This is an optimization exercise on Yosys and OpenROAD, whose aim is small area, not a production implementation.
Where RTL was checked, it was by simulation tests only, not by an equivalence proof against the original.
Power and IR drop assume default switching activity.

==> flow/design.v (excerpt) <==
module L1_L2_Cache_System (
  input clk, reset,
  input cpu_req, cpu_write,
  input [31:0] cpu_addr,
  input [31:0] cpu_write_data,
  output reg [31:0] cpu_read_data,
  output reg L1_hit, L1_miss,
  output reg L2_hit, L2_miss,
  output reg [31:0] L1_hit_count,
  output reg [31:0] L1_miss_count,
  output reg [31:0] L2_hit_count,
  output reg [31:0] L2_miss_count,
  output reg mem_req_to_main,
  output reg mem_write_to_main,
  output reg [31:0] mem_addr_to_main,
  output reg [31:0] mem_write_data_to_main,
  input [31:0] mem_read_data_from_main
);
For scale: roughly 4600 flip-flops, roughly 330 I/O pins.
clock: 12.0 ns
lec_check: 0
cap_margin: 20
core_margin: 2
core_utilization: 62
cts_buf_list: sky130_fd_sc_hd__clkbuf_16
cts_cluster_diameter: 90
cts_cluster_size: 26
gpl_timing_driven: 0
place_density: 0.72
slew_margin: 20
standard.sh (not shown) runs the stock make flow with config.mk's settings and CLKGATE_MAP_FILE= SYNTH_SCRIPT=/design/flow/synth_recipe.tcl, a recipe that flattens the netlist after the stock synthesis.
==> flow/flow/run.sh <==
#!/bin/bash
# Own layout flow: the standard flow (standard.sh, all steps) with two changes:
#  - Yosys's ABC technology mapping uses an area-oriented script (flow/abc_area.script, delay
#    relaxed) in place of ORFS's abc_speed.script; the rest of synthesis, and so every register's
#    name and cell type, is unchanged.
#  - the port buffers inserted by buffer_ports are sky130_fd_sc_hd__buf_1.
# Each tool's output is in ORFS's own logs (orfs/logs/...); make's output is in flow_make.log.
set -euo pipefail
W=$PWD
rm -rf "$W/scripts_own"
cp -r "$FLOW_HOME/scripts" "$W/scripts_own"
cp "$W/flow/abc_area.script" "$W/scripts_own/abc_speed.script"
export SCRIPTS_DIR="$W/scripts_own"
export BUFFER_PORTS_ARGS="-buffer_cell sky130_fd_sc_hd__buf_1"
bash "$W/standard.sh" > "$W/flow_make.log" 2>&1
==> flow/flow/abc_area.script <==
&get -n
&st
&dch -f
&nf -a -R 1000
&st
&dch -f
&nf -a -R 1000
&st
&dch -f
&nf -a -R 1000
&put
topo
The starting point ran to the end with no violations.
Edit:
==> flow/flow/abc_area.script (replaced) <==
&get -n
&st
&deepsyn -T 120
&dch -f
&nf -a -R 1000 -F 10 -A 10
&put
topo
GPL_TIMING_DRIVEN = default   (was 0)
The changed run completed with no timing, DRC or antenna violations.
Global-route usage is lower by 4.7 points.
Routed wire length is lower by a little under a tenth.
Sequential share of layout area is higher by 5.7 points.
Die area is lower slightly.
Power is lower by a few percent.
Utilization is lower by 5.5 points.
Sequential power is about the same.

---

Another version of the RTL of L1_L2_Cache_System (not shown whole).
Design L1_L2_Cache_System, start of the top module:
module L1_L2_Cache_System (
  input clk, reset,
  input cpu_req, cpu_write,
  input [31:0] cpu_addr,
  input [31:0] cpu_write_data,
  output reg [31:0] cpu_read_data,
  output reg L1_hit, L1_miss,
  output reg L2_hit, L2_miss,
  output reg [31:0] L1_hit_count,
  output reg [31:0] L1_miss_count,
  output reg [31:0] L2_hit_count,
  output reg [31:0] L2_miss_count,
  output reg mem_req_to_main,
  output reg mem_write_to_main,
  output reg [31:0] mem_addr_to_main,
  output reg [31:0] mem_write_data_to_main,
  input [31:0] mem_read_data_from_main
);
clock: 12.0 ns
lec_check: 0
cap_margin: 20
core_margin: 2
core_utilization: 62
cts_buf_list: sky130_fd_sc_hd__clkbuf_16
cts_cluster_diameter: 90
cts_cluster_size: 30
place_density: 0.72
slew_margin: 20
==> flow/flow/abc_area.script <==
&get -n
&st
&dch -f
&nf -a -R 1000
&st
&dch -f
&nf -a -R 1000
&st
&dch -f
&nf -a -R 1000
&put
topo
Scripts as last shown in full above: flow/flow/run.sh
The baseline completed without violations.
Change:
- CTS_CLUSTER_DIAMETER: 90 -> 100
Effect: The new run passed the timing, design-rule and antenna checks. First-iteration DRC count grows by 0.47%. Core utilization is about the same. Critical path depth came out higher by 2.
Change:
- CTS_CLUSTER_SIZE: 30 -> 28
Effect: Design area hardly moves; cell count barely changes; core utilization is higher by 0.13 points; global-route usage barely changes; via count barely changes; worst setup slack is worse by 0.21 ns.

---

L1_L2_Cache_System, a different RTL version from the one above (not shown whole).
Size: about 10000 cells after synthesis, about 4600 flip-flops, ~330 I/O pins, ~180000 sq um of cells after synthesis.
clock: 12.0 ns
lec_check: 0
cap_margin: 20
core_margin: 2
core_utilization: 55
cts_buf_list: sky130_fd_sc_hd__clkbuf_16
cts_cluster_diameter: 60
cts_cluster_size: 30
place_density: 0.65
slew_margin: 20
run.sh (not shown) runs the stock make flow with config.mk's settings and CLKGATE_MAP_FILE= SYNTH_SCRIPT=/design/flow/synth_recipe.tcl, a recipe that flattens the netlist after the stock synthesis.
Stock flow here: none of the scripts above is used.
==> next run, changes <==
- CORE_UTILIZATION: 55 -> 35
- CTS_BUF_LIST: sky130_fd_sc_hd__clkbuf_16 -> default
- CTS_CLUSTER_DIAMETER: 60 -> default
- CTS_CLUSTER_SIZE: 30 -> default
- PLACE_DENSITY: 0.65 -> 0.4
- sequential cell count is unchanged
- combinational power grows by about 5%
- sequential share of layout area drops by 2.9 points
- via count went down by 0.70%
- register-to-register slack is better by 0.19 ns
- synthesized area is unchanged
- global-route usage went down by 11 points
- first-iteration DRC count fell by 23%
- routed wire length goes up by 20%
- power is higher by 13%
==> next run, changes <==
- CORE_UTILIZATION: 35 -> 62
- CTS_BUF_LIST: default -> sky130_fd_sc_hd__clkbuf_16
- CTS_CLUSTER_DIAMETER: default -> 90
- CTS_CLUSTER_SIZE: default -> 26
- PLACE_DENSITY: 0.4 -> 0.72
After rerunning:
- utilization went up by 27 points
- non-clock buffer count drops by 84
- sequential share of layout area climbs by 5.1 points
- die area shrinks by 43%
- total power goes down by 22%
- synthesized area does not change
- design area went down by 7.1%
- hold slack is better by 0.011 ns
==> next run, changes <==
==> flow/flow/run.sh (new file) <==
#!/bin/bash
# Own layout flow: the standard flow (standard.sh, all steps) with two changes:
#  - Yosys's ABC technology mapping uses an area-oriented script (flow/abc_area.script, delay
#    relaxed) in place of ORFS's abc_speed.script; the rest of synthesis, and so every register's
#    name and cell type, is unchanged.
#  - the port buffers inserted by buffer_ports are sky130_fd_sc_hd__buf_1.
# Each tool's output is in ORFS's own logs (orfs/logs/...); make's output is in flow_make.log.
set -euo pipefail
W=$PWD
rm -rf "$W/scripts_own"
cp -r "$FLOW_HOME/scripts" "$W/scripts_own"
cp "$W/flow/abc_area.script" "$W/scripts_own/abc_speed.script"
export SCRIPTS_DIR="$W/scripts_own"
export BUFFER_PORTS_ARGS="-buffer_cell sky130_fd_sc_hd__buf_1"
bash "$W/standard.sh" > "$W/flow_make.log" 2>&1
==> flow/flow/abc_area.script (new file) <==
&get -n
&st
&dch -f
&nf -a -R 1000
&st
&dch -f
&nf -a -R 1000
&st
&dch -f
&nf -a -R 1000
&put
topo
==> flow/standard.sh (new file) <==
#!/bin/bash
# synth_recipe.tcl (not shown) runs the flow's synth.tcl, then flattens the netlist and writes it again
# the make line also repeats each setting of config.mk as NAME=value (left out here)
make -C /OpenROAD-flow-scripts/flow DESIGN_CONFIG=/design/flow/config.mk WORK_HOME=/design/flow/orfs CLKGATE_MAP_FILE= SYNTH_SCRIPT=/design/flow/synth_recipe.tcl "${@:-finish}"
- CORE_UTILIZATION: 62 -> 55
- CTS_CLUSTER_DIAMETER: 90 -> 60
- CTS_CLUSTER_SIZE: 26 -> 30
- PLACE_DENSITY: 0.72 -> 0.65
removed: flow/run.sh
Effect: Routed wire length falls by 10%. Core utilization goes down by 5.6 points. Setup slack gets worse by 1.2 ns. Non-clock buffer count falls by 61. Worst hold slack stays flat. Area after synthesis decreases by 5.3%. First-iteration DRC count shrinks by 3.0%. Count of clock-buffer cells in the layout came out higher by 87. Sequential share of layout area went up by 1.5 points.
Function was not checked in any run of this note: the RTL went through the layout flow alone.

---

The RTL this note starts from:
==> flow/design.v <==
`timescale 1ns / 1ps
module L1_L2_Cache_System (
  input clk, reset,
  input cpu_req, cpu_write,
  input [31:0] cpu_addr,
  input [31:0] cpu_write_data,
  output reg [31:0] cpu_read_data,
  output reg L1_hit, L1_miss,
  output reg L2_hit, L2_miss,
  output reg [31:0] L1_hit_count,
  output reg [31:0] L1_miss_count,
  output reg [31:0] L2_hit_count,
  output reg [31:0] L2_miss_count,
  output reg mem_req_to_main,
  output reg mem_write_to_main,
  output reg [31:0] mem_addr_to_main,
  output reg [31:0] mem_write_data_to_main,
  input [31:0] mem_read_data_from_main
);
  function [31:0] count_up(input [31:0] c, input en);
    reg [31:0] t;
    integer b;
    begin
      t[0] = 1'b1;
      for (b = 1; b < 32; b = b + 1)
        t[b] = t[b-1] & c[b-1];
      count_up = c ^ (t & {32{en}});
    end
  endfunction
  reg [26*64-1:0] l2_tag;    
  reg [32*64-1:0] l2_data;   
  reg [3*16-1:0]  l2_st;     
  reg [2*16-1:0]  l1_way;    
  reg [32*16-1:0] l1_data;
  reg [31:0]      l2_rd;     
  reg        p_req, p_write, p_hit;
  reg [1:0]  p_way;
  reg [31:0] p_addr, p_wdata;
  wire [3:0]  c_idx = cpu_addr[5:2];
  wire [25:0] c_tag = cpu_addr[31:6];
  wire [3:0]  p_idx = p_addr[5:2];
  wire [25:0] p_tag = p_addr[31:6];
  wire [15:0] c_sel = 16'd1 << c_idx;
  wire [15:0] p_sel = 16'd1 << p_idx;
  wire [3:0]  pw_sel = 4'd1 << p_way;
  wire [2:0] c_st = l2_st[c_idx*3 +: 3];
  wire [2:0] p_st = l2_st[p_idx*3 +: 3];
  wire [3:0] c_valid = {c_st[2],
                        c_st[2] | (c_st[1:0] == 2'd3),
                        c_st[2] | c_st[1],
                        c_st[2] | (c_st[1:0] != 2'd0)};
  wire [3:0] cmp;
  genvar w;
  generate
    for (w = 0; w < 4; w = w + 1) begin : g_cmp
      reg [25:0] t;
      integer k;
      always @* begin
        t = 26'd0;
        for (k = 0; k < 16; k = k + 1)
          t = t | (l2_tag[(k*4+w)*26 +: 26] & {26{c_sel[k]}});
      end
      assign cmp[w] = c_valid[w] && (t == c_tag);
    end
  endgenerate
  wire       p_miss = p_req & ~p_hit;
  wire       p_at   = p_req && (p_idx == c_idx);
  wire       same   = p_at && (p_tag == c_tag);
  wire [1:0] victim = p_st[1:0];
  wire       alloc_here = p_miss && (p_idx == c_idx);
  wire [3:0] kill   = alloc_here ? (4'b0001 << victim) : 4'b0000;
  wire [3:0] hitv   = cmp & ~kill;
  wire       new_hit = same & p_miss;
  wire       l2e_hit = new_hit | (|hitv);
  wire [1:0] l2e_way = new_hit ? victim : {hitv[3] | hitv[2], hitv[3] | hitv[1]};
  wire [1:0] c_l1way = l1_way[c_idx*2 +: 2];
  wire       l1hit   = p_at ? same : |(cmp & (4'd1 << c_l1way));
  wire       issue   = cpu_req & (cpu_write | ~l1hit);
  reg [31:0] l1_rdata;
  integer k1;
  always @* begin
    l1_rdata = 32'd0;
    for (k1 = 0; k1 < 16; k1 = k1 + 1)
      l1_rdata = l1_rdata | (l1_data[k1*32 +: 32] & {32{c_sel[k1]}});
  end
  always @(posedge clk or posedge reset) begin
    if (reset) begin
      L1_hit <= 1'b0;
      L1_miss <= 1'b0;
      L1_hit_count <= 32'd0;
      L1_miss_count <= 32'd0;
      cpu_read_data <= 32'd0;
      p_req <= 1'b0;
      p_write <= 1'b0;
    end else begin
      L1_hit <= cpu_req & l1hit;
      L1_miss <= cpu_req & ~l1hit;
      L1_hit_count <= count_up(L1_hit_count, cpu_req & l1hit);
      L1_miss_count <= count_up(L1_miss_count, cpu_req & ~l1hit);
      if (cpu_req & ~cpu_write)
        cpu_read_data <= l1hit ? l1_rdata : l2_rd;
      p_req <= issue;
      p_write <= cpu_req & cpu_write;
    end
  end
  always @(posedge clk) begin
    if (issue) begin
      p_addr <= {cpu_addr[31:2], l1hit ? cpu_addr[1:0] : 2'b00};
      p_hit <= l2e_hit;
      p_way <= l2e_way;
    end
    if (cpu_req & cpu_write)
      p_wdata <= cpu_write_data;
  end
  genvar i;
  generate
    for (i = 0; i < 16; i = i + 1) begin : g_l1
      always @(posedge clk)
        if (issue && c_idx == i)
          l1_data[i*32 +: 32] <= cpu_write ? cpu_write_data : l2_rd;
    end
  endgenerate
  wire [1:0] u = p_hit ? p_way : victim;
  wire       l2_issue = p_req & (p_write | ~p_hit);
  wire [31:0] l2_wdata = p_write ? p_wdata : mem_read_data_from_main;
  reg [31:0] l2_rdata;
  integer k2;
  always @* begin
    l2_rdata = 32'd0;
    for (k2 = 0; k2 < 64; k2 = k2 + 1)
      l2_rdata = l2_rdata | (l2_data[k2*32 +: 32] & {32{p_sel[k2/4] & pw_sel[k2%4]}});
  end
  always @(posedge clk or posedge reset) begin
    if (reset) begin
      L2_hit <= 1'b0;
      L2_miss <= 1'b0;
      L2_hit_count <= 32'd0;
      L2_miss_count <= 32'd0;
      mem_req_to_main <= 1'b0;
      mem_write_to_main <= 1'b0;
      mem_addr_to_main <= 32'd0;
      mem_write_data_to_main <= 32'd0;
      l2_rd <= 32'd0;
    end else begin
      L2_hit <= p_req & p_hit;
      L2_miss <= p_miss;
      L2_hit_count <= count_up(L2_hit_count, p_req & p_hit);
      L2_miss_count <= count_up(L2_miss_count, p_miss);
      mem_req_to_main <= l2_issue;
      mem_write_to_main <= p_write;
      if (l2_issue)
        mem_addr_to_main <= p_addr;
      if (p_write)
        mem_write_data_to_main <= p_wdata;
      if (p_req & ~p_write)
        l2_rd <= p_hit ? l2_rdata : mem_read_data_from_main;
    end
  end
  genvar s;
  generate
    for (s = 0; s < 16; s = s + 1) begin : g_set
      always @(posedge clk or posedge reset) begin
        if (reset)
          l2_st[s*3 +: 3] <= 3'd0;
        else if (p_miss && p_idx == s)
          l2_st[s*3 +: 3] <= {l2_st[s*3+2] | (l2_st[s*3 +: 2] == 2'd3), l2_st[s*3 +: 2] + 2'd1};
      end
      always @(posedge clk)
        if (p_req && p_idx == s)
          l1_way[s*2 +: 2] <= u;
      for (w = 0; w < 4; w = w + 1) begin : g_way
        always @(posedge clk) begin
          if (p_miss && p_idx == s && u == w)
            l2_tag[(s*4+w)*26 +: 26] <= p_tag;
          if (l2_issue && p_idx == s && u == w)
            l2_data[(s*4+w)*32 +: 32] <= l2_wdata;
        end
      end
    end
  endgenerate
endmodule
export LEC_CHECK = 0
export CAP_MARGIN = 20
export CORE_MARGIN = 2
export CORE_UTILIZATION = 62
export CTS_BUF_LIST = sky130_fd_sc_hd__clkbuf_16
export CTS_CLUSTER_DIAMETER = 90
export CTS_CLUSTER_SIZE = 26
export PLACE_DENSITY = 0.72
export SLEW_MARGIN = 20
create_clock -name core_clock -period 12.0 [get_ports {clk}]
standard.sh (not shown) runs the stock make flow with config.mk's settings and CLKGATE_MAP_FILE= SYNTH_SCRIPT=/design/flow/synth_recipe.tcl, a recipe that flattens the netlist after the stock synthesis.
==> flow/flow/run.sh <==
#!/bin/bash
# Own layout flow: the standard flow (standard.sh, all steps) with two changes:
#  - Yosys's ABC technology mapping uses an area-oriented script (flow/abc_area.script, delay
#    relaxed) in place of ORFS's abc_speed.script; the rest of synthesis, and so every register's
#    name and cell type, is unchanged.
#  - the port buffers inserted by buffer_ports are sky130_fd_sc_hd__buf_1.
#  - RECOVER_POWER=100: after global routing, cells on paths with positive slack are downsized.
# Each tool's output is in ORFS's own logs (orfs/logs/...); make's output is in flow_make.log.
set -euo pipefail
W=$PWD
rm -rf "$W/scripts_own"
cp -r "$FLOW_HOME/scripts" "$W/scripts_own"
cp "$W/flow/abc_area.script" "$W/scripts_own/abc_speed.script"
export SCRIPTS_DIR="$W/scripts_own"
export BUFFER_PORTS_ARGS="-buffer_cell sky130_fd_sc_hd__buf_1"
export RECOVER_POWER=100
bash "$W/standard.sh" > "$W/flow_make.log" 2>&1
==> flow/flow/abc_area.script <==
&get -n
&st
&dch -f
&nf -a -R 1000
&st
&dch -f
&nf -a -R 1000
&st
&dch -f
&nf -a -R 1000
&put
topo
The starting point finished but failed the layout checks on capacitance limit, slew limit.
Edit:
==> flow/flow/run.sh (replaced) <==
#!/bin/bash
# Own layout flow: the standard flow (standard.sh, all steps) with these changes:
#  - Yosys's ABC technology mapping uses an area-oriented script (flow/abc_area.script, delay
#    relaxed) in place of ORFS's abc_speed.script; the rest of synthesis, and so every register's
#    name and cell type, is unchanged.
#  - the port buffers inserted by buffer_ports are sky130_fd_sc_hd__buf_1.
#  - RECOVER_POWER=100: after global routing, cells on paths with positive slack are downsized;
#    repair_design then runs again (and detailed placement) to fix any slew or capacitance
#    violation the downsizing made.
# Each tool's output is in ORFS's own logs (orfs/logs/...); make's output is in flow_make.log.
set -euo pipefail
W=$PWD
rm -rf "$W/scripts_own"
cp -r "$FLOW_HOME/scripts" "$W/scripts_own"
cp "$W/flow/abc_area.script" "$W/scripts_own/abc_speed.script"
sed -i 's/^  recover_power_helper$/  recover_power_helper\n  if { $::env(RECOVER_POWER) != 0 } {\n    repair_design_helper\n    log_cmd detailed_placement\n  }/' "$W/scripts_own/global_route.tcl"
grep -q "repair_design_helper" "$W/scripts_own/global_route.tcl"
export SCRIPTS_DIR="$W/scripts_own"
export BUFFER_PORTS_ARGS="-buffer_cell sky130_fd_sc_hd__buf_1"
export RECOVER_POWER=100
bash "$W/standard.sh" > "$W/flow_make.log" 2>&1
What happened: The changed run produced a clean layout. Critical path depth goes up by 18. Cell count rises by 1.2%. Power climbs by 0.37%. Synthesized cell count does not change. Clock power barely changes. Combinational power climbs by about 7%.
Edit:
==> flow/flow/run.sh (replaced) <==
#!/bin/bash
# Own layout flow: the standard flow (standard.sh, all steps) with two changes:
#  - Yosys's ABC technology mapping uses an area-oriented script (flow/abc_area.script, delay
#    relaxed) in place of ORFS's abc_speed.script; the rest of synthesis, and so every register's
#    name and cell type, is unchanged.
#  - the port buffers inserted by buffer_ports are sky130_fd_sc_hd__buf_1.
# Each tool's output is in ORFS's own logs (orfs/logs/...); make's output is in flow_make.log.
set -euo pipefail
W=$PWD
rm -rf "$W/scripts_own"
cp -r "$FLOW_HOME/scripts" "$W/scripts_own"
cp "$W/flow/abc_area.script" "$W/scripts_own/abc_speed.script"
export SCRIPTS_DIR="$W/scripts_own"
export BUFFER_PORTS_ARGS="-buffer_cell sky130_fd_sc_hd__buf_1"
bash "$W/standard.sh" > "$W/flow_make.log" 2>&1
Result:
- The changed run went through all stages and came out clean
- total power barely changes
- wire length is about the same
- sequential cell count is unchanged
- clock-buffer cell count stays the same
- utilization goes down by 0.51 points
- clock skew barely changes
- global-route usage stays the same
- synthesized cell count is unchanged
- cell area fell slightly
No functional check of the RTL was part of any run of this note.

## static timing again, ports no longer ideal
How much do the figures lean on ideal ports? The routed layouts below were timed once more, with nothing changed but the port constraints. Step 1, drivers: a clkbuf_16 drives clk and a buf_2 each remaining input, both assumed. Step 2 adds t to the input delays and takes it off the output delays; t is the mean of the earliest and latest rising clock arrival at the registers after step 1. Input paths then give back, and output paths get back, about the clock's delay inside the block. Three values: no drivers, after step 1, after step 2; two values: the first two.
run | shift t [ns] | setup WS [ns] | worst setup path after step 2 | worst data-port slew with drivers (ns)
the first run of note 1 | 1.034 | 0.684 / 0.670 / -0.364 | input to register | 0.19
the second run of note 1 | 1.032 | 0.418 / 0.492 / -0.541 | input to register | 0.24
the first run of note 2 | 1.028 | 2.774 / 2.757 / 1.729 | input to register | 0.33
the second run of note 2 | 1.048 | 2.881 / 2.871 / 1.823 | input to register | 0.32
the third run of note 2 | 1.055 | 2.675 / 2.671 / 1.615 | input to register | 0.35
the first run of note 3 | 1.082 | 2.633 / 2.701 / 1.619 | input to register | 0.14
the second run of note 3 | 1.183 | 2.959 / 3.026 / 1.842 | input to register | 0.35
the third run of note 3 | 1.067 | 2.634 / 2.695 / 1.628 | input to register | 0.13
the fourth run of note 3 | 1.050 | 1.470 / 1.448 / 0.398 | input to register | 0.18
the first run of note 4 | 1.055 | 1.117 / 1.117 / 0.574 | input to register | 0.19
the second run of note 4 | 1.052 | 3.241 / 3.203 / 2.150 | input to register | 0.18
the third run of note 4 | 1.048 | 3.226 / 3.141 / 2.094 | input to register | 0.20
Met with ideal ports but missed after step 2: setup timing in the first run of note 1 and the second run of note 1. For the third run of note 4, which loses most, drivers alone change the setup slack by -0.085 ns; drivers and shift together by -1.132 ns.
